Context: an optimization exercise on an open-source flow, tuned for small area, a short achievable clock period and few clock cycles per item. The choices shown serve that exercise and are no tape-out recipe. Only simulation tests tie the RTL to the original design; equivalence was not proved.

Design ahb_lite_fir_filter, start of the top module:
module ahb_lite_fir_filter(
    input clk,
          n_rst,
    input logic hsel,
    input logic [3:0] haddr,
    input logic hsize,
    input logic [1:0] htrans,
    input logic hwrite,
    input logic [15:0] hwdata,
    output logic [15:0] hrdata,
    output logic hresp
);
    logic nonseq_wr, a15, ro, wr_req, rd_req;
    assign nonseq_wr = hwrite & (htrans == 2'b10);
    assign a15       = (haddr == 4'd15);
    assign ro        = (haddr[3:2] == 2'b00);
    assign hresp     = hsel & (a15 | (nonseq_wr & ro));
    assign wr_req    = hsel & nonseq_wr & ~ro & ~a15;
    assign rd_req    = hsel & ~nonseq_wr & ~a15;
    localparam int K = 9;                   
    localparam int L = 15 - K;              
    logic          wr_pend;
    logic [2:0]    wr_pair;
    logic [15:0]   smp, c0, c1, c2, c3;     
    logic [7:0]    r14, r15;                
    logic [15:0]   f0, f1, f2, f3;          
    logic [15:0]   h1, h2;                  
    logic          samp_pend;               
    logic [1:0]    seq;                     
    logic          k_t0, k_t2, k_t1, k_t3;  
    logic [15:0]   s1s, s1c;                
    logic          s1k;                     
    logic [15-K:0] a2;                      
    logic [15:0]   b2;                      
    logic [17:0]   ap;                      
    logic [17:0]   nb;                      
    logic [16:0]   res;                     
    logic          err;
    logic wr_smp, wr_c0, wr_c1, wr_c2, wr_c3, wr_r14;
    assign wr_smp = wr_pend & (wr_pair == 3'd2);
    assign wr_c0  = wr_pend & (wr_pair == 3'd3);
    assign wr_c1  = wr_pend & (wr_pair == 3'd4);
  ...
export LEC_CHECK = 0
export ABC_CLOCK_PERIOD_IN_PS = 5500
export CAP_MARGIN = 20
export CORE_MARGIN = 2
export CORE_UTILIZATION = 40
export SLEW_MARGIN = 20
create_clock -name core_clock -period 12.0 [get_ports {clk}]
standard.sh (not shown) runs the stock make flow with config.mk's settings and CLKGATE_MAP_FILE= SYNTH_SCRIPT=/design/flow/synth_recipe.tcl, a recipe that flattens the netlist after the stock synthesis.
==> flow/flow/run.sh <==
#!/bin/bash
# The standard layout, with timing repair aimed at a setup slack margin
# (a shorter achieved period than the 12 ns constraint) and port buffers of a
# regular buffer cell. The clock and constraints are the standard flow's own.
set -euo pipefail
MARGIN=${MARGIN:-6.5}
bash standard.sh "SETUP_SLACK_MARGIN=$MARGIN" \
    "BUFFER_PORTS_ARGS=-buffer_cell sky130_fd_sc_hd__buf_2" finish > standard_flow.log 2>&1
Testbench counts at the start, summed over its fixed seeds: cycles 2,064, samples 512.
Next try:
==> flow/run.sh (new file) <==
#!/bin/bash
# synth_recipe.tcl (not shown) runs the flow's synth.tcl, then flattens the netlist and writes it again
# the make line also repeats each setting of config.mk as NAME=value (left out here)
make -C /OpenROAD-flow-scripts/flow DESIGN_CONFIG=/design/flow/config.mk WORK_HOME=/design/flow/orfs CLKGATE_MAP_FILE= SYNTH_SCRIPT=/design/flow/synth_recipe.tcl finish
Settings changed: ABC_CLOCK_PERIOD_IN_PS 5500 to 6000, SETUP_SLACK_MARGIN set to 5.
removed: flow/flow/run.sh
removed: flow/standard.sh
After rerunning: Synthesized area does not change. Flip-flop and latch count stays the same. Setup slack gets worse by 0.66 ns. Cell count is lower by 2.7%. Clock-buffer cell count climbs by 1. Non-clock buffer count falls by 82. Maximum frequency came out lower by 9.9%.

---

ahb_lite_fir_filter, a different RTL version from the one above (not shown whole).
Size in the first run: about 2000 cells after synthesis, roughly 340 flip-flops, ~44 I/O pins, about 0.022 sq mm of cells after synthesis.
==> flow/config.mk <==
export PLATFORM = sky130hd
export DESIGN_NAME = ahb_lite_fir_filter
export DESIGN_NICKNAME = ahb_lite_fir_filter
export VERILOG_FILES = /design/flow/design.v
export SDC_FILE = /design/flow/constraint.sdc
export NUM_CORES = 4
export LEC_CHECK = 0
export ABC_CLOCK_PERIOD_IN_PS = 5500
export CAP_MARGIN = 20
export CORE_MARGIN = 2
export CORE_UTILIZATION = 70
export SLEW_MARGIN = 20
==> flow/constraint.sdc <==
create_clock -name core_clock -period 12.0 [get_ports {clk}]
set_input_delay 2.4000 -clock core_clock [delete_from_list [all_inputs] [get_ports {clk}]]
set_output_delay 2.4000 -clock core_clock [all_outputs]
set_load 0.01 [all_outputs]
==> flow/flow/run.sh <==
#!/bin/bash
# The standard layout (its synthesis script, registers unchanged), with:
#  - no ABC pass inside yosys's generic synth before the adders are extracted
#    (SYNTH_ARGS=-noabc), so the hand-built adder trees reach extract_fa as
#    written, without inverters around every full adder; ABC still maps the
#    logic afterwards as usual,
#  - timing repair aimed at a setup slack margin (a shorter achieved period
#    than the 12 ns constraint), and
#  - port buffers of a regular buffer cell.
# The clock and constraints are the standard flow's own.
set -euo pipefail
MARGIN=${MARGIN:-6.5}
bash standard.sh "SYNTH_ARGS=-noabc" "SETUP_SLACK_MARGIN=$MARGIN" \
    "BUFFER_PORTS_ARGS=-buffer_cell sky130_fd_sc_hd__buf_2" finish > standard_flow.log 2>&1
The baseline completed without violations.
Testbench counts at the start, summed over its fixed seeds: cycles 2,064, samples 512.
Rerun with:
- ABC_CLOCK_PERIOD_IN_PS: 5500 -> 4500
- CORE_UTILIZATION: 70 -> 40
The new run produced a clean layout.
Wire length goes up by 2.3%.
Register-to-register slack is worse by 20 ps.
Clock skew goes up by 14 ps.
Worst hold slack hardly moves.
Fmax goes down by 0.30%.
Worst setup slack is worse by 17 ps.
Cell area goes up by 1.3%.
Rerun with:
==> flow/flow/run.sh (replaced) <==
#!/bin/bash
# The standard layout, with timing repair aimed at a setup slack margin
# (a shorter achieved period than the 12 ns constraint) and port buffers of a
# regular buffer cell. The clock and constraints are the standard flow's own.
set -euo pipefail
MARGIN=${MARGIN:-7.2}
bash standard.sh "SETUP_SLACK_MARGIN=$MARGIN" \
    "BUFFER_PORTS_ARGS=-buffer_cell sky130_fd_sc_hd__buf_2" finish > standard_flow.log 2>&1
- ABC_CLOCK_PERIOD_IN_PS: 4500 -> 5500
After rerunning:
- The new run went through all stages and came out clean
- register-to-register slack gains 240 ps
- clock-buffer cell count increases by 3
- global-route usage increases by 1.4 points
- die area increases by 3.5%
- design area increases by 9.7%
- synthesized area increases by 3.6%
Rerun with:
--- a/flow/flow/run.sh
+++ b/flow/flow/run.sh
@@ -6 +6 @@
-MARGIN=${MARGIN:-7.2}
+MARGIN=${MARGIN:-6.5}
- CORE_UTILIZATION: 40 -> 55
Effect: First-iteration DRC count went up by 20%. Clock-buffer cell count decreases by 4. Cell area fell by 6.3%. Setup slack gets worse by 42 ps. Wire length went down by 7.4%. Worst hold slack hardly moves.
Rerun with:
- CORE_UTILIZATION: 55 -> 40
Global-route usage goes down by 8.1 points.
Wire length goes up by 2.8%.
Utilization goes down by 17 points.
Sequential cell count stays the same.
Cell area goes up by 1.7%.
Synthesized cell count stays the same.
Clock skew goes up by 8.9 ps.
Sequential share of layout area goes down by 0.49 points.
Maximum frequency goes up by 0.43%.
Count of clock-buffer cells in the layout goes up by 3.
Rerun with:
==> flow/flow/run.sh (replaced) <==
#!/bin/bash
# The standard layout (its synthesis script, registers unchanged), with:
#  - no ABC pass inside yosys's generic synth before the adders are extracted
#    (SYNTH_ARGS=-noabc), so the hand-built adder trees reach extract_fa as
#    written, without inverters around every full adder; ABC still maps the
#    logic afterwards as usual,
#  - timing repair aimed at a setup slack margin (a shorter achieved period
#    than the 12 ns constraint), and
#  - port buffers of a regular buffer cell, and
#  - clock tree synthesis without dummy loads (capacitive cells that only balance
#    the tree).
# The clock and constraints are the standard flow's own.
set -euo pipefail
MARGIN=${MARGIN:-6.5}
bash standard.sh "SYNTH_ARGS=-noabc" "SETUP_SLACK_MARGIN=$MARGIN" \
    "BUFFER_PORTS_ARGS=-buffer_cell sky130_fd_sc_hd__buf_2" \
    "CTS_ARGS=-sink_clustering_enable -repair_clock_nets -dont_use_dummy_load -sink_clustering_size 22 -sink_clustering_max_diameter 100" finish > standard_flow.log 2>&1
Result: Clock skew rose by 27 ps. Utilization shrinks by 2.1 points. Final area fell by 7.3%. Synthesized cell count decreases by 9.2%. Global-route usage goes down by 0.30 points. Worst setup slack loses 19 ps. Die area fell by 3.4%.

==> separate check: timing with driven ports <==
The results above use ideal ports. As a check the final layouts listed here were re-extracted and re-timed, cells and wires unchanged.
Step 1, drivers: a clkbuf_16 drives clk and a buf_2 each remaining input, both assumed.
Step 2 moves the port delays by t, midway between the first and last clock arrival at a register: inputs arrive t later, outputs are due t later. That takes back most of the time a late clock gives input paths.
a / b / c = ideal / step 1 / step 2; a / b = the first two.
| run | t, ns | slack for setup (ns) | worst setup path at the end | latest minus earliest clock arrival (ns) | pins driven straight from the clock port |
|---|---|---|---|---|---|
| the first run of note 1 | 0.628 | 5.925 / 5.925 / 5.925 | input to register | 0.040 / 0.040 | 1 |
| the second run of note 1 | 0.621 | 5.261 / 5.238 / 5.238 | input to output | 0.034 / 0.034 | 1 |
| the first run of note 2 | 0.591 | 6.465 / 6.465 / 6.167 | input to register | 0.017 / 0.017 | 1 |
| the second run of note 2 | 0.619 | 6.448 / 6.448 / 6.021 | input to register | 0.032 / 0.031 | 1 |
| the third run of note 2 | 0.631 | 6.576 / 6.465 / 6.460 | input to register | 0.036 / 0.036 | 1 |
| the fourth run of note 2 | 0.604 | 6.534 / 6.425 / 6.108 | input to register | 0.020 / 0.020 | 1 |
| the fifth run of note 2 | 0.623 | 6.558 / 6.442 / 6.019 | input to register | 0.028 / 0.027 | 1 |
| the sixth run of note 2 | 0.597 | 6.539 / 6.501 / 6.013 | input to register | 0.061 / 0.062 | 1 |
After both steps setup and hold are still met in every run listed. For the fifth run of note 2, which loses most, drivers alone change the setup slack by -0.116 ns; drivers and shift together by -0.539 ns.
